This is an optimization exercise on Yosys and OpenROAD, whose aim is small area and a short achievable clock period, not a production implementation. Where RTL was checked, it was by simulation tests only, not by an equivalence proof against the original. The RTL of run 3 was laid out without a check of its function.

==> flow/design.v (outline; a module is shown in full before it is edited, if it fits) <==
// module mul_add: 2054 lines
// module lzc128: 40 lines
// module fmac_pre: 53 lines
// module fmac_mid: 124 lines
// module fmac_post: 23 lines
// module fmac_top: 69 lines
module fmac_top
  (
   input  logic        clk,
   input  logic [31:0] a,
   input  logic [31:0] b,
   input  logic [31:0] c,
   input  logic [1:0]  rm,
   output logic [31:0] result,
   output logic        of,
   output logic        uf,
   output logic        nx,
   output logic        iv
   );
  // ...
==> flow/flow/run.sh <==
#!/bin/bash
# Standard synthesis and layout (standard.sh), with timing repair asked to
# leave a setup margin so that the design is sized for a short achieved period.
# The SDC (clock period, I/O delays) is the standard flow's, unchanged.
set -euo pipefail
MARGIN=$(cat flow/margin.txt)
bash standard.sh synth > synth.log 2>&1
bash standard.sh SETUP_SLACK_MARGIN=$MARGIN finish > layout.log 2>&1
==> flow/flow/margin.txt <==
16
==> flow/standard.sh <==
#!/bin/bash
# synth_recipe.tcl (not shown) runs the flow's synth.tcl, then flattens the netlist and writes it again
# the make line also repeats each setting of config.mk as NAME=value (left out here)
make -C /OpenROAD-flow-scripts/flow DESIGN_CONFIG=/design/flow/config.mk WORK_HOME=/design/flow/orfs CLKGATE_MAP_FILE= SYNTH_SCRIPT=/design/flow/synth_recipe.tcl "${@:-finish}"
==> flow/config.mk <==
export PLATFORM = sky130hd
export DESIGN_NAME = fmac_top
export DESIGN_NICKNAME = fmac_top
export VERILOG_FILES = /design/flow/design.v
export SDC_FILE = /design/flow/constraint.sdc
export NUM_CORES = 4
export LEC_CHECK = 0
export ABC_AREA = 1
export CAP_MARGIN = 20
export CORE_MARGIN = 2
export CORE_UTILIZATION = 40
export SLEW_MARGIN = 20
==> flow/constraint.sdc <==
create_clock -name core_clock -period 26.0 [get_ports {clk}]
set_input_delay 5.2000 -clock core_clock [delete_from_list [all_inputs] [get_ports {clk}]]
set_output_delay 5.2000 -clock core_clock [all_outputs]
set_load 0.01 [all_outputs]
==> impl_metrics.sql, run 1 <==
INSERT INTO impl_metrics (metric_group, metric, value, unit) VALUES
('synth', 'yosys.area_share.xor_xnor', '0.112', ''),
('placed_design', 'io_buffer_count', '134', ''),
('detailed_routing', 'drt_drc_violations_left', '0', ''),
('synth', 'synth_cell_types', '79', ''),
('floorplan', 'core_area', '96900', 'µm²'),
('layout', 'seqAreaFraction', '0.0733', ''),
('worst_hold_path', 'hold_depth', '0', ''),
('setup_path', 'worst-r2r-cell-count', '51', ''),
('setup_path', 'r2r_start', 'mb_q[9]$_DFF_P_', ''),
('clocking', 'cts_resized', '134', ''),
('sta', 'highest_achievable_clock_rate', '103', 'MHz'),
('synth', 'synth-compound-area-share', '0.157', ''),
('setup_path', 'cp.required', '26.43', 'ns'),
('clocking', 'clock_latency_late_sink', '0.50', 'ns'),
('synth', 'synthesis.nets', '6650', ''),
('sta', 'whs', '0.338', 'ns'),
('layout', 'layout.sequential_cells', '160', ''),
('clocking', 'cts_inserted_buffers', '17', ''),
('layout', 'bufAreaShareNonClock', '0.0736', ''),
('detailed_routing', 'route.met2.wl', '71300', 'µm'),
('synth', 'arithmetic_cell_share_of_the_synthesized_area_counting_full_adders_half_adders_and_majority_gates', '0.230', ''),
('status', 'run_status', 'timing/DRC/antenna clean', ''),
('floorplan', 'die_x', '317', 'µm'),
('synth', 'syn_area', '39100', 'µm²'),
('setup_path', 'reg2reg_slack', '16.33', 'ns'),
('clocking', 'cts-hold-fix-buffers', '0', ''),
('synth', 'post_synth_mux_area_share', '0.00230', ''),
('synth', 'synthTopCellsByArea', 'sky130_fd_sc_hd__fa_1 16%, sky130_fd_sc_hd__nand2_1 12%, sky130_fd_sc_hd__xor2_1 10%', ''),
('synth', 'ys_ff_latch', '160', ''),
('detailed_routing', 'vias_per_cell', '5.82', '');
==> run 2: changes to the inputs <==
==> flow/flow/margin.txt (replaced) <==
19
==> run 2 against run 1 <==
Net effect: still clean on timing, DRC and antenna; fmax is 5.4% higher; routed wire length is 6.2% higher.
==> impl_metrics.sql, run 2 <==
INSERT INTO impl_metrics (metric_group, metric, value, unit) VALUES
('clocking', 'cts-hold-fix-buffers', '0', ''),
('grt', 'antenna_found_initial', '1', ''),
('setup_path', 'crit_buf_inv', '16', ''),
('detailed_routing', 'postRouteAntennaNets', '0', ''),
('synth', 'synth-async-reset-ratio', '0', ''),
('setup_path', 'crit_path_end_kind', 'flip-flop', ''),
('setup_path', 'cp.required', '26.39', 'ns'),
('detailed_routing', 'firstDrtPassIters', '9', ''),
('detailed_routing', 'wire_per_inst', '24.2', 'µm'),
('grt', 'grt_pass1_vias', '41400', ''),
('clocking', 'tritoncts', 'yes', ''),
('layout', 'areaGrowthSynthToFinish', '22.7', '%'),
('layout', 'layout_common_cells', '1240 x sky130_fd_sc_hd__nand2_1, 916 x sky130_fd_sc_hd__inv_1, 429 x sky130_fd_sc_hd__xor2_1', ''),
('synth', 'ys_ff_latch', '160', ''),
('sta', 'grt_setup_unrepaired', 'true', ''),
('layout', 'final_nets', '6918', ''),
('synth', 'average_cell_area_after_synthesis', '6.50', 'µm²'),
('sta', 'final-hold-violation-count', '0', ''),
('grt', 'global_route.usage.total', '0.357', ''),
('sta', 'tightest_slew', '0.979', 'ns'),
('floorplan', 'floorplan.die.height', '317', 'µm'),
('grt', 'grt_max_degree', '63', ''),
('synth', 'yosysTopAreaCellShare', '0.159', ''),
('synth', 'synth.cells.most_frequent', '1288 x sky130_fd_sc_hd__nand2_1, 983 x sky130_fd_sc_hd__inv_1, 468 x sky130_fd_sc_hd__nand3_1, 468 x sky130_fd_sc_hd__xor2_1, 370 x sky130_fd_sc_hd__nor2_1', ''),
('job', 'drv.max_cap_violation_count', '0', ''),
('clocking', 'cts_max_path_buffers', '2', ''),
('setup_path', 'critical_path_arrival', '9.61', 'ns'),
('setup_path', 'critPathMaxFanout', '52', ''),
('sta', 'layout_worst_path_cycle_share', '0.355', ''),
('detailed_routing', 'first_iter_violations', '5452', ''),
('floorplan', 'core.rowCount', '114', ''),
('synth', 'synthesis.nets', '6650', ''),
('detailed_routing', 'vias', '44200', ''),
('sta', 'fin_setup_tns', '0', 'ns'),
('detailed_routing', 'vias_per_cell', '5.84', ''),
('synth', 'synth-edff-count', '0', ''),
('clocking', 'cts_num_sinks', '160', ''),
('sta', 'highest_achievable_clock_rate', '108', 'MHz'),
('clocking', 'clkTransAtPathRegs', '0.08', 'ns'),
('clocking', 'clock_latency_late_sink', '0.49', 'ns'),
('sta', 'timing.final.max_slew_violations', '0', ''),
('floorplan', 'core_area', '96900', 'µm²'),
('synth', 'post-synth-top-area-cell', 'sky130_fd_sc_hd__fa_1', ''),
('detailed_routing', 'drt_drc_violations_left', '0', ''),
('sta', 'worst_slack', '16.78', 'ns'),
('sta', 'post-route-min-period', '9.22', 'ns'),
('grt', 'grt_pass1_wl', '267000', 'µm'),
('layout', 'biggestRegsByFlops', 'ma_q: 24 flops, mb_q: 24 flops, up_q: 24 flops', ''),
('synth', 'yosysMostFrequentCell', 'sky130_fd_sc_hd__nand2_1', ''),
('status', 'run_status', 'timing/DRC/antenna clean', ''),
('placed_design', 'place_congestion', '1.02', ''),
('placed_design', 'io_buffer_count', '134', ''),
('synth', 'postSynthCellCount', '6018', ''),
('synth', 'ys.warnings.count', '5', ''),
('floorplan', 'die_area', '100000', 'µm²'),
('sta', 'setup_violations', '0', ''),
('synth', 'synth_cell_types', '79', ''),
('grt', 'globalRoute.totalOverflow', '0', ''),
('setup_path', 'worst_path_largest_cell_delay', '0.53', 'ns'),
('layout', 'layout-drive-gt1-share', '0.187', ''),
('floorplan', 'start_util', '0.404', ''),
('synth', 'synthFlopType', 'sky130_fd_sc_hd__dfxtp_1', ''),
('placed_design', 'dp_hpwl', '135000', 'µm'),
('sta', 'worst_slew_margin_rel', '0.340', ''),
('layout', 'regArea', '3330', 'µm²'),
('floorplan', 'io_pins', '135', ''),
('sta', 'timing.clock.skew', '0.0157', 'ns'),
('floorplan', 'die_x', '317', 'µm'),
('synth', 'seq_area_frac_synth', '0.0819', ''),
('layout', 'multi_input_area', '33400', 'µm²'),
('setup_path', 'worstSetupStartpointType', 'flip-flop', ''),
('synth', 'syn_area', '39100', 'µm²'),
('synth', 'synthTopCellsByArea', 'sky130_fd_sc_hd__fa_1 16%, sky130_fd_sc_hd__nand2_1 12%, sky130_fd_sc_hd__xor2_1 10%', ''),
('layout', 'layout_commonest_cell', 'sky130_fd_sc_hd__nand2_1', ''),
('detailed_routing', 'postRouteWirelength', '183000', 'µm'),
('setup_path', 'path_class', 'flip-flop to flip-flop', ''),
('clocking', 'ctsRootBufferMaster', 'sky130_fd_sc_hd__clkbuf_16', ''),
('setup_path', 'critPathTopFamily', 'simple AND/OR/NAND/NOR gates', ''),
('layout', 'fillerInstances', '9626', ''),
('clocking', 'cts_inserted_buffers', '17', ''),
('worst_hold_path', 'hold_class', 'flip-flop to flip-flop', ''),
('setup_path', 'cell_type_of_the_slowest_stage_on_the_worst_timing_path', 'sky130_fd_sc_hd__fa_1', ''),
('layout', 'core_occupancy_in_the_finished_layout', '0.496', ''),
('clocking', 'cts_max_level', '4', ''),
('setup_path', 'cp_common_cell', 'sky130_fd_sc_hd__inv_1', ''),
('placed_design', 'placement.setup.worst_slack', '13.71', 'ns');
-- run 2: per-layer routing --
layer	track usage	wire length, µm	vias to the layer above
met2	0.521	75500	2685
met3	0.0943	21000	586
met1	0.479	74700	20900
met4	0.195	12300	2
met5	0	13	-
li1	-	-	20000
-- run 2: cell families (layout without fill, tap and decap cells) --
family          count (synthesis)  in the layout  synth area share
compound gates               1015           1015             0.157
flops                         160            160            0.0819
other cells                     0              1                 0
buf+inv                      1299           1574             0.130
mux                             8              8           0.00230
fa+ha+maj                     533            533             0.230
simple gates                 2506           2512             0.287
xor+xnor                      497            497             0.112
-- run 2: repair_timing --
action                     in CTS  in global routing
setup endpoints to repair      87                 86
pin swaps                     132                132
setup buffers                 242                 50
gates resized for setup       689                280
gates cloned                   39                  3
-- run 2: worst register-to-register path, delay by kind of cell (launching register included) --
| kind | cells | cell delay, ns |
|---|---|---|
| fa+ha+maj | 6 | 2.66 |
| compound gates | 4 | 0.63 |
| xor+xnor | 2 | 0.70 |
| simple gates | 22 | 2.73 |
| flops | 1 | 0.43 |
| buf+inv | 16 | 1.96 |
-- run 2: final cells by class --
| class | count | area share |
|---|---|---|
| repair buffers | 495 | 0.0969 |
| inverters | 1019 | 0.0868 |
| clock buffers | 19 | 0.00944 |
| repair inverters | 28 | 0.00438 |
| well taps | 1276 | 0.0333 |
| diodes | 1 | 0.0000521 |
| multi-input cells | 4565 | 0.696 |
| clock inverters | 13 | 0.00352 |
| flip-flops and latches | 160 | 0.0693 |
-- run 2: through the flow --
step           instance area [µm²]  cells  hold WS [ns]
2_1_floorplan                39800   6018         0.310
3_3_place_gp                 41700   7209         0.314
3_5_place_dp                 41700   7209         0.316
4_1_cts                      46700   7522         0.334
5_1_grt                      48000   7575         0.342
6_report                     48000   7576         0.331
-- run 2: path summary, 6_finish.rpt --
check                                      from                  to  cells after the start  slack (ns)
worst max-delay path            x1_q[5]$_DFF_P_  ex_q[6]$_SDFF_PP1_                     50       16.78
worst min register to register  rm_q[1]$_DFF_P_    rm2_q[1]$_DFF_P_                      0        0.33
worst min-delay path            rm_q[1]$_DFF_P_    rm2_q[1]$_DFF_P_                      0        0.33
worst max register to register  x1_q[5]$_DFF_P_  ex_q[6]$_SDFF_PP1_                     50       16.78
==> module fmac_mid, before the edit <==
module fmac_mid (
  input  logic [23:0] ma, mb,
  input  logic [12:0] x1, x2, ng,
  input  logic [6:0]  sft,
  input  logic        neg, stop, sub,
  input  logic [8:0]  e,
  input  logic [7:0]  aexp,
  input  logic        dna, sa, sbc, inv, inf, nzp,
  output logic        s,
  output logic [7:0]  ex,
  output logic [23:0] up,
  output logic [1:0]  lo,
  output logic        st,
  output logic        of,
  output logic        uf
);
  logic [97:0] shd;
  assign shd = {ma, 74'b0} >> sft;
  logic sso;
  assign sso = stop ? (|ma) : (|shd[23:0]);
  logic inv_en;
  assign inv_en = sub & !stop;
  logic [75:0] madd;
  assign madd[47:0]  = inv_en ? ~shd[71:24] : shd[71:24];
  assign madd[75:48] = (inv_en ? ~{2'b00, shd[97:72]} : {2'b00, shd[97:72]}) - 28'd1;
  logic [75:0] s0, s1, tx, ty;
  mul_add u_mul_add (.mb(mb), .x1(x1), .x2(x2), .ng(ng), .madd(madd),
                     .s0(s0), .s1(s1), .tx(tx), .ty(ty));
  logic tneg;
  assign tneg = inv_en & s1[75];
  logic [73:0] am;        
  assign am = tneg ? ~s0[73:0] : (sub ? s1[73:0] : s0[73:0]);
  logic sg;
  assign sg = neg ? sa : (tneg ^ sbc);
  logic [75:0] lt, lg, lz, f;
  assign lt = tx ^ ty; assign lg = tx & ty; assign lz = ~(tx | ty);
  always_comb begin
    f[75] = 1'b0;
    for (int j = 2; j < 75; j++)
      f[j] = (lt[j+1] & ((lg[j] & ~lz[j-1]) | (lz[j] & ~lg[j-1]))) |
             (~lt[j+1] & ((lz[j] & ~lz[j-1]) | (lg[j] & ~lg[j-1])));
  end
  logic [1:0] fn, fp;
  logic t0p, g0p, z0p;
  assign t0p = tx[0] ^ sub; assign g0p = tx[0] & sub; assign z0p = ~(tx[0] | sub);
  assign fn[1] = (lt[2] & ((lg[1] & ~lz[0]) | (lz[1] & ~lg[0]))) | (~lt[2] & ((lz[1] & ~lz[0]) | (lg[1] & ~lg[0])));
  assign fn[0] = (lt[1] & lz[0]) | (~lt[1] & (lt[0] | lg[0]));
  assign fp[1] = (lt[2] & ((lg[1] & ~z0p) | (lz[1] & ~g0p))) | (~lt[2] & ((lz[1] & ~z0p) | (lg[1] & ~g0p)));
  assign fp[0] = (lt[1] & z0p) | (~lt[1] & (t0p | g0p));
  logic [73:0] fa;
  assign fa = {f[73] | f[74] | f[75], f[72:2], tneg ? fn : fp};
  logic [73:0] lim;
  always_comb begin
    lim = '0;
    for (int i = 0; i < 74; i++)
      if ({1'b0, e} == 10'(74 - i)) lim[i] = 1'b1;
  end
  logic [6:0] zq;
  logic       anyz;
  lzc128 u_lzc (.d({fa | lim, 54'b0}), .cnt(zq), .any(anyz));
  logic [8:0] em1;
  assign em1 = e - 9'd1;
  logic hit;
  assign hit = {2'b0, zq} == em1;
  logic [73:0] m6, m5, m4, m3, m2, m1, ma1, mp;
  assign m6 = zq[6] ? {am[9:0], 64'b0} : am;
  assign m5 = zq[5] ? {m6[41:0], 32'b0} : m6;
  assign m4 = zq[4] ? {m5[57:0], 16'b0} : m5;
  assign m3 = zq[3] ? {m4[65:0], 8'b0} : m4;
  assign m2 = zq[2] ? {m3[69:0], 4'b0} : m3;
  assign m1 = zq[1] ? {m2[71:0], 2'b0} : m2;
  assign ma1 = zq[0] ? {m1[72:0], 1'b0} : m1;
  logic corr;
  assign corr = !ma1[73] & !hit;
  assign mp = corr ? {ma1[72:0], 1'b0} : ma1;
  logic [75:0] zv;
  assign zv = lt ^ {tx[74:0] | ty[74:0], sub};
  logic amz;
  assign amz = zv == 76'd0;
  logic [6:0] tzc;
  logic       anyt;
  logic [127:0] zrev;
  always_comb begin
    zrev = '0;
    for (int i = 0; i < 74; i++) zrev[127 - i] = zv[i];
  end
  lzc128 u_tzc (.d(zrev), .cnt(tzc), .any(anyt));
  logic [7:0] tzs;
  assign tzs = {1'b0, tzc} + {1'b0, zq};
  logic st_n, st_d;
  assign st_n = corr ? (tzs <= 8'd46) : (tzs <= 8'd47);
  assign st_d = corr ? (tzs <= 8'd45) : (tzs <= 8'd46);
  logic e0, den;
  assign e0  = e == 9'd0;
  assign den = !mp[73] | e0;
  logic [9:0] ez0, ez1;
  assign ez0 = {1'b0, e} - {3'b0, zq};
  assign ez1 = ez0 - 10'd1;
  logic ovf_eq, ovf_gt;
  assign ovf_eq = corr ? (ez0 == 10'd256) : (ez0 == 10'd255);
  assign ovf_gt = corr ? (ez0 > 10'd256) : (ez0 > 10'd255);
  always_comb begin
    of = 1'b0; uf = 1'b0;
    s  = sg;
    ex = corr ? ez1[7:0] : ez0[7:0]; up = mp[73:50]; lo = mp[49:48]; st = st_n | sso;
    if (inv) begin
      s = 1'b0; ex = 8'hff; up = 24'h400000; lo = 2'b00; st = 1'b0;
    end else if (inf) begin
      ex = 8'hff; up = 24'h0; lo = 2'b00; st = 1'b0; of = 1'b1;
    end else if (neg) begin
      ex = aexp; up = ma; lo = 2'b00; st = nzp; uf = dna;
    end else if (amz) begin
      ex = 8'h00; up = 24'h0; lo = 2'b00; st = 1'b0;
    end else if (den) begin
      ex = 8'h00; uf = 1'b1;
      if (e0) begin up = 24'h0; lo = 2'b00; st = sso; end
      else    begin up = mp[73:50]; lo = mp[49:48]; st = st_d | sso; end
    end else if (ovf_eq) begin
      ex = 8'hff; up = 24'h400000; lo = 2'b00; st = 1'b0; of = (zq == 7'd0) & !corr; if (zq != 7'd0 || corr) s = 1'b0;
    end else if (ovf_gt) begin
      ex = 8'hff; up = 24'h0; lo = 2'b00; st = 1'b0; of = 1'b1;
    end
  end
endmodule
==> module fmac_post, before the edit <==
module fmac_post (
  input  logic        s,
  input  logic [7:0]  ex,
  input  logic [23:0] up,
  input  logic [1:0]  lo,
  input  logic        st,
  input  logic [1:0]  rm,
  output logic [31:0] result,
  output logic        nx
);
  logic rnd;
  assign nx = (|lo) | st;
  always_comb
    case (rm)
      2'd0:    rnd = lo[1] & (lo[0] | st | up[0]);
      2'd1:    rnd = 1'b0;
      2'd2:    rnd = nx & !s;
      default: rnd = nx & s;
    endcase
  logic [24:0] upr;
  assign upr = {1'b0, up} + {24'b0, rnd};
  assign result = {s, ex + {7'b0, upr[24]}, upr[24] ? upr[23:1] : upr[22:0]};
endmodule
==> run 3: changes to the inputs <==
--- a/flow/design.v
+++ b/flow/design.v
@@ -2172,15 +2172,31 @@
   output logic        of,
   output logic        uf
 );
-  logic [97:0] shd;
-  assign shd = {ma, 74'b0} >> sft;
+  logic [73:0] g0, g1, g2, g3, g4, g5, m74;
+  assign g0  = sft[0] ? {1'b0,  ma, 49'b0} : {ma, 50'b0};
+  assign g1  = sft[1] ? {2'b0,  g0[73:2]}  : g0;
+  assign g2  = sft[2] ? {4'b0,  g1[73:4]}  : g1;
+  assign g3  = sft[3] ? {8'b0,  g2[73:8]}  : g2;
+  assign g4  = sft[4] ? {16'b0, g3[73:16]} : g3;
+  assign g5  = sft[5] ? {32'b0, g4[73:32]} : g4;
+  assign m74 = sft[6] ? {64'b0, g5[73:64]} : g5;
+  logic [22:0] mpo;       
+  always_comb begin
+    mpo[0] = ma[0];
+    for (int k = 1; k < 23; k++) mpo[k] = mpo[k-1] | ma[k];
+  end
   logic sso;
-  assign sso = stop ? (|ma) : (|shd[23:0]);
+  always_comb begin
+    sso = 1'b0;
+    for (int k = 0; k < 23; k++)
+      if (sft == 7'(51 + k)) sso = mpo[k];
+    if (stop) sso = |ma;
+  end
   logic inv_en;
   assign inv_en = sub & !stop;
   logic [75:0] madd;
-  assign madd[47:0]  = inv_en ? ~shd[71:24] : shd[71:24];
-  assign madd[75:48] = (inv_en ? ~{2'b00, shd[97:72]} : {2'b00, shd[97:72]}) - 28'd1;
+  assign madd[47:0]  = inv_en ? ~m74[47:0] : m74[47:0];
+  assign madd[75:48] = (inv_en ? ~{2'b00, m74[73:48]} : {2'b00, m74[73:48]}) - 28'd1;
   logic [75:0] s0, s1, tx, ty;
   mul_add u_mul_add (.mb(mb), .x1(x1), .x2(x2), .ng(ng), .madd(madd),
                      .s0(s0), .s1(s1), .tx(tx), .ty(ty));
@@ -2299,9 +2315,21 @@
       2'd2:    rnd = nx & !s;
       default: rnd = nx & s;
     endcase
-  logic [24:0] upr;
-  assign upr = {1'b0, up} + {24'b0, rnd};
-  assign result = {s, ex + {7'b0, upr[24]}, upr[24] ? upr[23:1] : upr[22:0]};
+  logic [24:0] aup;       
+  logic [8:0]  aex;       
+  always_comb begin
+    aup[0] = 1'b1;
+    for (int i = 1; i < 25; i++) aup[i] = aup[i-1] & up[i-1];
+    aex[0] = 1'b1;
+    for (int i = 1; i < 9; i++) aex[i] = aex[i-1] & ex[i-1];
+  end
+  logic [23:0] upr;
+  logic        cy;
+  assign upr = up ^ ({24{rnd}} & aup[23:0]);
+  assign cy  = rnd & aup[24];
+  logic [7:0] exr;
+  assign exr = ex ^ ({8{cy}} & aex[7:0]);
+  assign result = {s, exr, cy ? upr[23:1] : upr[22:0]};
 endmodule
 module fmac_top
   (
==> flow/flow/margin.txt (replaced) <==
17
==> run 3 against run 2 <==
Net effect: register-to-register slack worse by 0.22 ns; clock skew about the same; critical path depth down 15; first-iteration DRC count up 10%; die area down 0.82%; count of clock-buffer cells in the layout down 2; setup slack worse by 0.80 ns; synthesized cell count down 0.60%; critical path type is now flip-flop to primary output; still clean; sequential share of layout area down 0.083 points; via count up 0.97%; worst hold slack worse by 0.0040 ns; largest cell class unchanged.
==> impl_metrics.sql, run 3 <==
INSERT INTO impl_metrics (metric_group, metric, value, unit) VALUES
('sta', 'final-hold-violation-count', '0', ''),
('sta', 'timing.final.max_slew_violations', '0', ''),
('sta', 'worst_slew_margin_rel', '0.127', ''),
('placed_design', 'place_congestion', '1.02', ''),
('layout', 'stdcell_area', '48300', 'µm²'),
('floorplan', 'floorplan.die.height', '315', 'µm'),
('setup_path', 'critPathMaxFanout', '3', ''),
('setup_path', 'cp_common_cell', 'sky130_fd_sc_hd__nor2_2', ''),
('setup_path', 'crit_path_end_kind', 'primary output', ''),
('job', 'drv.max_cap_violation_count', '0', ''),
('floorplan', 'core_area', '96400', 'µm²'),
('layout', 'antennaDiodeCount', '0', ''),
('detailed_routing', 'postRouteWirelength', '183000', 'µm'),
('synth', 'seq_area_frac_synth', '0.0825', ''),
('setup_path', 'worstSetupStartpointType', 'flip-flop', ''),
('placed_design', 'io_buffer_count', '134', ''),
('floorplan', 'io_pins', '135', ''),
('layout', 'areaGrowthSynthToFinish', '24.5', '%'),
('detailed_routing', 'vias_per_cell', '5.85', ''),
('sta', 'fin_setup_tns', '0', 'ns'),
('sta', 'layout_worst_path_cycle_share', '0.385', ''),
('grt', 'grt_pass1_vias', '41700', ''),
('synth', 'synth.cells.most_frequent', '1249 x sky130_fd_sc_hd__nand2_1, 991 x sky130_fd_sc_hd__inv_1, 506 x sky130_fd_sc_hd__nand3_1', ''),
('clocking', 'cts_num_sinks', '160', ''),
('status', 'run_status', 'timing/DRC/antenna clean', ''),
('layout', 'biggestRegsByFlops', 'ma_q: 24 flops, mb_q: 24 flops, up_q: 24 flops', ''),
('detailed_routing', 'vias', '44600', ''),
('synth', 'synth-async-reset-ratio', '0', ''),
('floorplan', 'core.rowCount', '114', ''),
('synth', 'synth-edff-count', '0', ''),
('clocking', 'tritoncts', 'yes', ''),
('synth', 'synthTopCellsByArea', 'sky130_fd_sc_hd__fa_1 16%, sky130_fd_sc_hd__nand2_1 12%, sky130_fd_sc_hd__xor2_1 11%', ''),
('worst_hold_path', 'hold_class', 'flip-flop to flip-flop', ''),
('grt', 'grt_pass1_wl', '266000', 'µm'),
('sta', 'whs', '0.327', 'ns'),
('layout', 'fillerInstances', '9729', ''),
('clocking', 'cts_max_path_buffers', '2', ''),
('placed_design', 'dp_hpwl', '134000', 'µm'),
('setup_path', 'worst_path_largest_cell_delay', '0.36', 'ns'),
('setup_path', 'cp.required', '20.80', 'ns'),
('synth', 'postSynthCellCount', '5982', ''),
('sta', 'timing.clock.skew', '0.0156', 'ns'),
('layout', 'layout-drive-gt1-share', '0.194', ''),
('synth', 'synth_cell_types', '81', ''),
('floorplan', 'start_util', '0.402', ''),
('detailed_routing', 'wire_per_inst', '24.0', 'µm'),
('synth', 'yosysMostFrequentCell', 'sky130_fd_sc_hd__nand2_1', ''),
('floorplan', 'die_area', '99500', 'µm²'),
('clocking', 'clkTransAtPathRegs', '0.08', 'ns'),
('layout', 'layout_common_cells', '1186 x sky130_fd_sc_hd__nand2_1, 919 x sky130_fd_sc_hd__inv_1, 462 x sky130_fd_sc_hd__nand3_1', ''),
('setup_path', 'critical_path_arrival', '4.82', 'ns'),
('sta', 'highest_achievable_clock_rate', '99.8', 'MHz'),
('placed_design', 'placement.cell_area', '41100', 'µm²'),
('clocking', 'cts_inserted_buffers', '17', ''),
('detailed_routing', 'firstDrtPassIters', '6', ''),
('grt', 'globalRoute.totalOverflow', '0', ''),
('setup_path', 'path_class', 'flip-flop to primary output', ''),
('layout', 'multi_input_area', '32900', 'µm²'),
('sta', 'post-route-min-period', '10.02', 'ns'),
('setup_path', 'critPathTopFamily', 'simple AND/OR/NAND/NOR gates', ''),
('sta', 'setup_violations', '0', ''),
('layout', 'layout_commonest_cell', 'sky130_fd_sc_hd__nand2_1', ''),
('synth', 'syn_area', '38800', 'µm²'),
('floorplan', 'die_x', '315', 'µm'),
('detailed_routing', 'first_iter_violations', '5997', ''),
('grt', 'global_route.usage.total', '0.356', ''),
('grt', 'antenna_found_initial', '1', ''),
('layout', 'regArea', '3310', 'µm²'),
('clocking', 'clock_latency_late_sink', '0.50', 'ns'),
('layout', 'final_nets', '6970', ''),
('synth', 'post-synth-top-area-cell', 'sky130_fd_sc_hd__fa_1', ''),
('clocking', 'cts_max_level', '4', ''),
('synth', 'synthesis.nets', '6612', ''),
('grt', 'grt_max_degree', '69', ''),
('synth', 'ys.warnings.count', '5', ''),
('synth', 'yosysTopAreaCellShare', '0.160', ''),
('sta', 'grt_setup_unrepaired', 'true', ''),
('setup_path', 'cell_type_of_the_slowest_stage_on_the_worst_timing_path', 'sky130_fd_sc_hd__dfxtp_2', ''),
('synth', 'average_cell_area_after_synthesis', '6.49', 'µm²'),
('synth', 'synthFlopType', 'sky130_fd_sc_hd__dfxtp_1', ''),
('detailed_routing', 'drt_drc_violations_left', '0', ''),
('synth', 'ys_ff_latch', '160', ''),
('detailed_routing', 'postRouteAntennaNets', '0', ''),
('clocking', 'ctsRootBufferMaster', 'sky130_fd_sc_hd__clkbuf_16', ''),
('sta', 'tightest_slew', '1.30', 'ns'),
('setup_path', 'crit_buf_inv', '8', '');
==> run 3: worst paths after layout <==
path | from | end | slack [ns] | depth (start not counted)
worst max-delay path | lo_q[1]$_SDFF_PP0_ | result[30] | 15.98 | 35
worst min-delay path | rm_q[0]$_DFF_P_ | rm2_q[0]$_DFF_P_ | 0.33 | 0
worst max register to register | mb_q[23]$_DFF_P_ | st_q$_SDFF_PP0_ | 16.56 | 61
worst min register to register | rm_q[0]$_DFF_P_ | rm2_q[0]$_DFF_P_ | 0.33 | 0
==> run 3: layout make-up <==
cell class                      instances  area share
Multi-Input combinational cell       4506       0.682
Clock buffer                           17     0.00880
Timing Repair Buffer                  608       0.118
Tap cell                             1276      0.0330
Inverter                             1031      0.0848
Sequential cell                       160      0.0685
Timing Repair inverter                 16     0.00225
Clock inverter                         15     0.00298
==> run 3: routing by layer <==
metal,GRT usage,wire [µm],up-vias
li1,-,-,20100
met1,0.475,73400,21000
met2,0.517,74900,2886
met3,0.0995,22400,641
met4,0.201,12600,2
met5,0,15,-
==> run 3: cell families after synthesis <==
| group | after synthesis | synth area share |
|---|---|---|
| fa+ha+maj | 531 | 0.231 |
| simple gates | 2425 | 0.277 |
| flops | 160 | 0.0825 |
| xor+xnor | 512 | 0.116 |
| compound gates | 1021 | 0.157 |
| buf+inv | 1323 | 0.134 |
| mux | 10 | 0.00281 |
==> run 3: through the flow <==
step | utilization | std cells | worst slack (ns)
after global placement | 0.426 | 7176 | 13.97
after detailed placement | 0.426 | 7176 | 13.83
after CTS | 0.481 | 7546 | 16.03
after global routing | 0.501 | 7629 | 15.59
final | 0.501 | 7629 | 15.98
after floorplan | - | 5982 | 16.71
==> run 3: timing repair <==
action                     4_1_cts  5_1_grt
pin swaps                      136      163
setup endpoints to repair       68       73
resized for setup              637      336
hold buffers                     0        0
cloned                          34        2
setup buffers                  304       81
==> run 3: worst reg2reg max path, delay by kind of cell (launching register included) <==
family	cells	cell delay, ns
XOR/XNOR	1	0.09
buffers and inverters	17	1.55
adder cells (fa/ha/maj)	8	3.39
AO/OA/AOI/OAI	10	1.46
AND/OR/NAND/NOR	25	2.44
flip-flops	1	0.34
==> module fmac_pre, before the edit <==
module fmac_pre (
  input  logic [31:0] a, b, c,
  input  logic [1:0]  rm,
  output logic [23:0] ma, mb,
  output logic [12:0] x1, x2, ng,
  output logic [6:0]  sft,      
  output logic        neg,      
  output logic        stop,     
  output logic        sub,
  output logic [8:0]  e,        
  output logic [7:0]  aexp,
  output logic        dna, sa, sbc, inv, inf, nzp,
  output logic [1:0]  rmo
);
  logic hba, hbb, hbc, fza, fzb, fzc, e1a, e1b, e1c;
  assign hba = |a[30:23]; assign hbb = |b[30:23]; assign hbc = |c[30:23];
  assign fza = a[22:0] == 23'd0; assign fzb = b[22:0] == 23'd0; assign fzc = c[22:0] == 23'd0;
  assign e1a = &a[30:23]; assign e1b = &b[30:23]; assign e1c = &c[30:23];
  logic zb, zc, ia, ib, ic, na, nb, nc;
  assign zb = !hbb & fzb; assign zc = !hbc & fzc;
  assign ia = e1a & fza;  assign ib = e1b & fzb;  assign ic = e1c & fzc;
  assign na = e1a & !fza; assign nb = e1b & !fzb; assign nc = e1c & !fzc;
  assign dna = !hba & !fza;
  logic [7:0] ea, eb, ec;
  assign ea = {a[30:24], a[23] | (!hba & !fza)};
  assign eb = {b[30:24], b[23] | (!hbb & !fzb)};
  assign ec = {c[30:24], c[23] | (!hbc & !fzc)};
  logic [23:0] mc;
  assign ma = {hba, a[22:0]}; assign mb = {hbb, b[22:0]}; assign mc = {hbc, c[22:0]};
  logic [9:0] sa10, e10;
  assign e10  = {2'b0, eb} + {2'b0, ec} - 10'd100;
  assign sa10 = e10 - {2'b0, ea};
  assign neg  = sa10[9];
  assign stop = !neg && (sa10[8:0] >= 9'd74);
  assign sft  = stop ? 7'h7f : sa10[6:0];
  assign e    = e10[8:0];
  assign sa   = a[31];
  assign sbc  = b[31] ^ c[31];
  assign sub  = a[31] ^ b[31] ^ c[31];
  assign aexp = a[30:23];
  assign inv  = na | nb | nc | (zb & ic) | (zc & ib) | (sub & ia & (ib | ic));
  assign inf  = ia | ib | ic;
  assign nzp  = !(ib | ic | zb | zc | nb | nc);
  assign rmo  = rm;
  logic [26:0] y;
  assign y = {2'b00, mc, 1'b0};
  always_comb
    for (int i = 0; i < 13; i++) begin
      x1[i] = y[2*i+1] ^ y[2*i];
      x2[i] = (y[2*i+2] & !y[2*i+1] & !y[2*i]) | (!y[2*i+2] & y[2*i+1] & y[2*i]);
      ng[i] = y[2*i+2];
    end
endmodule
==> run 4: changes to the inputs <==
--- a/flow/design.v
+++ b/flow/design.v
@@ -2126,15 +2126,28 @@
   assign ia = e1a & fza;  assign ib = e1b & fzb;  assign ic = e1c & fzc;
   assign na = e1a & !fza; assign nb = e1b & !fzb; assign nc = e1c & !fzc;
   assign dna = !hba & !fza;
-  logic [7:0] ea, eb, ec;
-  assign ea = {a[30:24], a[23] | (!hba & !fza)};
-  assign eb = {b[30:24], b[23] | (!hbb & !fzb)};
-  assign ec = {c[30:24], c[23] | (!hbc & !fzc)};
   logic [23:0] mc;
   assign ma = {hba, a[22:0]}; assign mb = {hbb, b[22:0]}; assign mc = {hbc, c[22:0]};
   logic [9:0] sa10, e10;
-  assign e10  = {2'b0, eb} + {2'b0, ec} - 10'd100;
-  assign sa10 = e10 - {2'b0, ea};
+  logic dnb, dnc;
+  assign dnb = !hbb & !fzb; assign dnc = !hbc & !fzc;
+  logic [9:0] rb, rc, nra;
+  assign rb  = {2'b0, b[30:23]};
+  assign rc  = {2'b0, c[30:23]};
+  assign nra = {2'b11, ~a[30:23]};
+  logic [9:0] cs1, cc1, cs2, cc2, k100;
+  assign k100 = 10'd924;                      
+  assign cs1 = rb ^ rc ^ nra;
+  assign cc1 = {(rb[8:0] & rc[8:0]) | (rb[8:0] & nra[8:0]) | (rc[8:0] & nra[8:0]), 1'b0};
+  assign cs2 = cs1 ^ cc1 ^ k100;
+  assign cc2 = {(cs1[8:0] & cc1[8:0]) | (cs1[8:0] & k100[8:0]) | (cc1[8:0] & k100[8:0]), 1'b0};
+  logic [1:0] dsum;                           
+  assign dsum = {2'b0, dnb} + {1'b0, dnc} + {1'b0, !dna};
+  assign sa10 = cs2 + cc2 + {8'b0, dsum};
+  logic [9:0] es1, ec1;
+  assign es1 = rb ^ rc ^ k100;
+  assign ec1 = {(rb[8:0] & rc[8:0]) | (rb[8:0] & k100[8:0]) | (rc[8:0] & k100[8:0]), 1'b0};
+  assign e10 = es1 + ec1 + {8'b0, dnb} + {9'b0, dnc};
   assign neg  = sa10[9];
   assign stop = !neg && (sa10[8:0] >= 9'd74);
   assign sft  = stop ? 7'h7f : sa10[6:0];
@@ -2214,15 +2227,8 @@
       f[j] = (lt[j+1] & ((lg[j] & ~lz[j-1]) | (lz[j] & ~lg[j-1]))) |
              (~lt[j+1] & ((lz[j] & ~lz[j-1]) | (lg[j] & ~lg[j-1])));
   end
-  logic [1:0] fn, fp;
-  logic t0p, g0p, z0p;
-  assign t0p = tx[0] ^ sub; assign g0p = tx[0] & sub; assign z0p = ~(tx[0] | sub);
-  assign fn[1] = (lt[2] & ((lg[1] & ~lz[0]) | (lz[1] & ~lg[0]))) | (~lt[2] & ((lz[1] & ~lz[0]) | (lg[1] & ~lg[0])));
-  assign fn[0] = (lt[1] & lz[0]) | (~lt[1] & (lt[0] | lg[0]));
-  assign fp[1] = (lt[2] & ((lg[1] & ~z0p) | (lz[1] & ~g0p))) | (~lt[2] & ((lz[1] & ~z0p) | (lg[1] & ~g0p)));
-  assign fp[0] = (lt[1] & z0p) | (~lt[1] & (t0p | g0p));
-  logic [73:0] fa;
-  assign fa = {f[73] | f[74] | f[75], f[72:2], tneg ? fn : fp};
+  logic [73:2] fa;
+  assign fa = {f[73] | f[74] | f[75], f[72:2]};
   logic [73:0] lim;
   always_comb begin
     lim = '0;
@@ -2230,8 +2236,8 @@
       if ({1'b0, e} == 10'(74 - i)) lim[i] = 1'b1;
   end
   logic [6:0] zq;
-  logic       anyz;
-  lzc128 u_lzc (.d({fa | lim, 54'b0}), .cnt(zq), .any(anyz));
+  logic       anyh;
+  lzc128 u_lzc (.d({fa | lim[73:2], 1'b1, 55'b0}), .cnt(zq), .any(anyh));
   logic [8:0] em1;
   assign em1 = e - 9'd1;
   logic hit;
@@ -2318,10 +2324,8 @@
   logic [24:0] aup;       
   logic [8:0]  aex;       
   always_comb begin
-    aup[0] = 1'b1;
-    for (int i = 1; i < 25; i++) aup[i] = aup[i-1] & up[i-1];
-    aex[0] = 1'b1;
-    for (int i = 1; i < 9; i++) aex[i] = aex[i-1] & ex[i-1];
+    for (int i = 0; i < 25; i++) aup[i] = &(up | ~(24'hffffff >> (24 - i)));
+    for (int i = 0; i < 9; i++)  aex[i] = &(ex | ~(8'hff >> (8 - i)));
   end
   logic [23:0] upr;
   logic        cy;
==> flow/flow/margin.txt (replaced) <==
16
--- a/flow/config.mk
+++ b/flow/config.mk
@@ -5,7 +5,6 @@
 export SDC_FILE = /design/flow/constraint.sdc
 export NUM_CORES = 4
 export LEC_CHECK = 0
-export ABC_AREA = 1
 export CAP_MARGIN = 20
 export CORE_MARGIN = 2
 export CORE_UTILIZATION = 40
==> run 4 against run 3 <==
Net effect: routed wire length is 0.66% higher; worst hold slack gained 0.0045 ns; synthesized cell count decreased by 16%; setup slack worse by 0.27 ns; sequential share of layout area about the same; still clean on timing, DRC and antenna; die area rose by 1.8%; non-clock buffer count down 152.
==> impl_metrics.sql, run 4 <==
INSERT INTO impl_metrics (metric_group, metric, value, unit) VALUES
('status', 'run_status', 'timing/DRC/antenna clean', ''),
('setup_path', 'reg2reg_slack', '15.71', 'ns'),
('sta', 'post-route-min-period', '10.29', 'ns'),
('clocking', 'ctsRootBufferMaster', 'sky130_fd_sc_hd__clkbuf_16', ''),
('layout', 'layout-drive-gt1-share', '0.180', ''),
('setup_path', 'critical_path.reg2reg.endpoint', 'up_q[5]$_SDFF_PP0_', ''),
('detailed_routing', 'drt_drc_violations_left', '0', ''),
('detailed_routing', 'postRouteAntennaNets', '0', ''),
('sta', 'worst_slew_margin_rel', '0.207', ''),
('detailed_routing', 'first_iter_violations', '5415', ''),
('layout', 'layout_commonest_cell', 'sky130_fd_sc_hd__inv_1', ''),
('setup_path', 'worstSetupStartpointType', 'flip-flop', ''),
('synth', 'synth-edff-count', '0', ''),
('layout', 'antennaDiodeCount', '0', ''),
('setup_path', 'crit_path_end_kind', 'flip-flop', ''),
('placed_design', 'io_buffer_count', '134', ''),
('grt', 'globalRoute.totalOverflow', '0', ''),
('sta', 'setup_violations', '0', ''),
('synth', 'seq_area_frac_synth', '0.0811', ''),
('setup_path', 'path_class', 'flip-flop to flip-flop', ''),
('synth', 'post-synth-top-area-cell', 'sky130_fd_sc_hd__fa_1', ''),
('clocking', 'clock_latency_late_sink', '0.49', 'ns'),
('floorplan', 'io_pins', '135', ''),
('detailed_routing', 'vias_per_cell', '6.30', ''),
('detailed_routing', 'postRouteWirelength', '185000', 'µm'),
('setup_path', 'critPathMaxFanout', '8', ''),
('clocking', 'cts_inserted_buffers', '17', ''),
('sta', 'tightest_slew', '1.19', 'ns'),
('sta', 'timing.final.max_slew_violations', '0', ''),
('synth', 'syn_area', '39500', 'µm²'),
('grt', 'antenna_found_initial', '2', ''),
('floorplan', 'floorplan.die.height', '318', 'µm'),
('clocking', 'clkTransAtPathRegs', '0.07', 'ns'),
('synth', 'yosysMostFrequentCell', 'sky130_fd_sc_hd__inv_1', ''),
('sta', 'highest_achievable_clock_rate', '97.2', 'MHz'),
('sta', 'final-hold-violation-count', '0', ''),
('grt', 'grt_max_degree', '60', ''),
('clocking', 'tritoncts', 'yes', ''),
('clocking', 'cts_num_sinks', '160', ''),
('sta', 'whs', '0.331', 'ns'),
('floorplan', 'core_area', '98100', 'µm²'),
('synth', 'synth.cells.most_frequent', '606 x sky130_fd_sc_hd__inv_1, 450 x sky130_fd_sc_hd__xnor2_1, 333 x sky130_fd_sc_hd__nand2_1', ''),
('worst_hold_path', 'hold_depth', '0', ''),
('synth', 'synthTopCellsByArea', 'sky130_fd_sc_hd__fa_1 16%, sky130_fd_sc_hd__xnor2_1 10%, sky130_fd_sc_hd__dfxtp_1 8.1%', ''),
('synth', 'yosysTopAreaCellShare', '0.163', ''),
('layout', 'areaGrowthSynthToFinish', '19.9', '%'),
('grt', 'global_route.usage.total', '0.353', ''),
('synth', 'synthFlopType', 'sky130_fd_sc_hd__dfxtp_1', ''),
('placed_design', 'place_inst', '6222', ''),
('setup_path', 'cp.required', '26.37', 'ns'),
('job', 'drv.max_cap_violation_count', '0', ''),
('grt', 'grt_pass1_wl', '267000', 'µm'),
('floorplan', 'die_x', '318', 'µm'),
('detailed_routing', 'firstDrtPassIters', '7', ''),
('setup_path', 'worst_path_largest_cell_delay', '0.55', 'ns'),
('setup_path', 'cp_common_cell', 'sky130_fd_sc_hd__fa_1', ''),
('floorplan', 'core.rowCount', '115', ''),
('sta', 'fin_setup_tns', '0', 'ns'),
('setup_path', 'worst-r2r-cell-count', '45', ''),
('floorplan', 'start_util', '0.403', ''),
('clocking', 'cts_max_level', '4', ''),
('synth', 'synthesis.nets', '5694', ''),
('synth', 'ys_ff_latch', '160', ''),
('worst_hold_path', 'hold_path_startpoint', 'rm_q[1]$_DFF_P_', ''),
('grt', 'grt_pass1_vias', '38700', '');
==> run 4: changes by cell type in the layout (fill, tap and decap cells not counted), sizes merged, moves of 44 or more <==
cell   delta
nand3   -442
mux2i   +209
nand2   -950
xnor2   +411
inv     -394
o21ai    -58
xor2    -334
o22ai   -284
mux2     +48
buf     -168
a22oi   +314
nor3     +44
nor2    -143
==> run 4: logic make-up (layout without fill, tap and decap cells) <==
group           count (synthesis)  after routing  synth area share
flops                         160            160            0.0811
fa+ha+maj                     560            560             0.238
compound gates               1250           1254             0.218
xor+xnor                      589            589             0.131
buf+inv                       982           1108            0.0964
mux                           288            288            0.0815
simple gates                 1206           1208             0.154
==> run 4: through the flow <==
stage | instance area (µm²) | util | setup WS [ns]
5_1_grt | 47400 | 0.483 | 15.49
6_report | 47400 | 0.483 | 15.71
3_3_place_gp | 42000 | 0.428 | 12.04
3_5_place_dp | 42000 | 0.428 | 11.96
4_1_cts | 46300 | 0.471 | 15.85
2_1_floorplan | 39600 | - | 16.00
==> run 4: critical path: cells and delay by family, from the launching register on <==
kind	cells	cell delay, ns
buffers and inverters	6	0.70
flip-flops	1	0.42
AO/OA/AOI/OAI	15	2.72
AND/OR/NAND/NOR	13	2.39
adder cells (fa/ha/maj)	6	2.26
XOR/XNOR	2	0.63
multiplexers	3	1.02
==> run 4: layer usage <==
metal,vias up,GRT usage,part of all wire
li1,17800,-,-
met1,19800,0.473,0.41
met2,2587,0.537,0.43
met3,502,0.0756,0.11
met4,2,0.173,0.062
met5,-,0,0.000054
==> run 4: how the worst max path moves through the flow <==
| stage | end | start | cells after the start |
|---|---|---|---|
| 2_1_floorplan | s_q$_SDFF_PP0_ | ng_q[1]$_DFF_P_ | 42 |
| 3_3_place_gp | up_q[21]$_SDFF_PP0_ | sft_q[0]$_SDFF_PP1_ | 36 |
| 3_5_place_dp | up_q[21]$_SDFF_PP0_ | sft_q[0]$_SDFF_PP1_ | 37 |
| 4_1_cts | s_q$_SDFF_PP0_ | sft_q[0]$_SDFF_PP1_ | 44 |
| 5_1_grt | s_q$_SDFF_PP0_ | sft_q[0]$_SDFF_PP1_ | 37 |
| 6_report | up_q[5]$_SDFF_PP0_ | sft_q[0]$_SDFF_PP1_ | 45 |
==> run 4: area by class of cell <==
cell class,instances,area (µm²),share of cell area
clock buffers,19,443,0.00935
clock inverters,9,90.1,0.00190
inverters,623,2390,0.0505
multi-input cells,3899,35300,0.745
flip-flops and latches,160,3230,0.0682
well taps,1287,1610,0.0340
repair buffers,456,4300,0.0907
repair inverters,1,8.76,0.000185
==> run 4: what timing repair did <==
item / CTS / global route
hold buffers: 0 / 0
gates cloned: 18 / 0
setup endpoints to repair: 44 / 45
pin swaps: 119 / 139
buffers inserted: 139 / 47
resized for setup: 452 / 174

afterwards: timing with drivers on the ports:
In the flow no input, the clock included, has a driving cell. The finished layouts below were timed again as built, in two steps.
Step 1 (the two cells are an assumption about what drives the block):
set clk [get_ports {clk}]
set_driving_cell -lib_cell sky130_fd_sc_hd__clkbuf_16 $clk
set_driving_cell -lib_cell sky130_fd_sc_hd__buf_2 [delete_from_list [all_inputs] $clk]
Step 2 adds t to the input delays and takes it off the output delays; t is the mean of the earliest and latest rising clock arrival at the registers after step 1. Input paths then give back, and output paths get back, about the clock's delay inside the block.
a / b / c = ideal ports / drivers / drivers and shift; a / b = the first two.
run | t, ns | setup WS [ns] | hold slack, ns | worst setup path at the end
run 1 | 0.562 | 16.277 / 16.220 / 15.761 | 0.338 / 0.338 / 0.338 | input to register
run 2 | 0.555 | 16.778 / 16.778 / 16.778 | 0.331 / 0.331 / 0.331 | register to register
run 3 | 0.562 | 15.983 / 15.912 / 16.474 | 0.327 / 0.327 / 0.327 | register to output
run 4 | 0.558 | 15.712 / 15.712 / 15.712 | 0.331 / 0.331 / 0.331 | register to register
After both steps setup and hold are still met in every run listed. For run 1, which loses most, drivers alone change the setup slack by -0.057 ns; drivers and shift together by -0.516 ns.
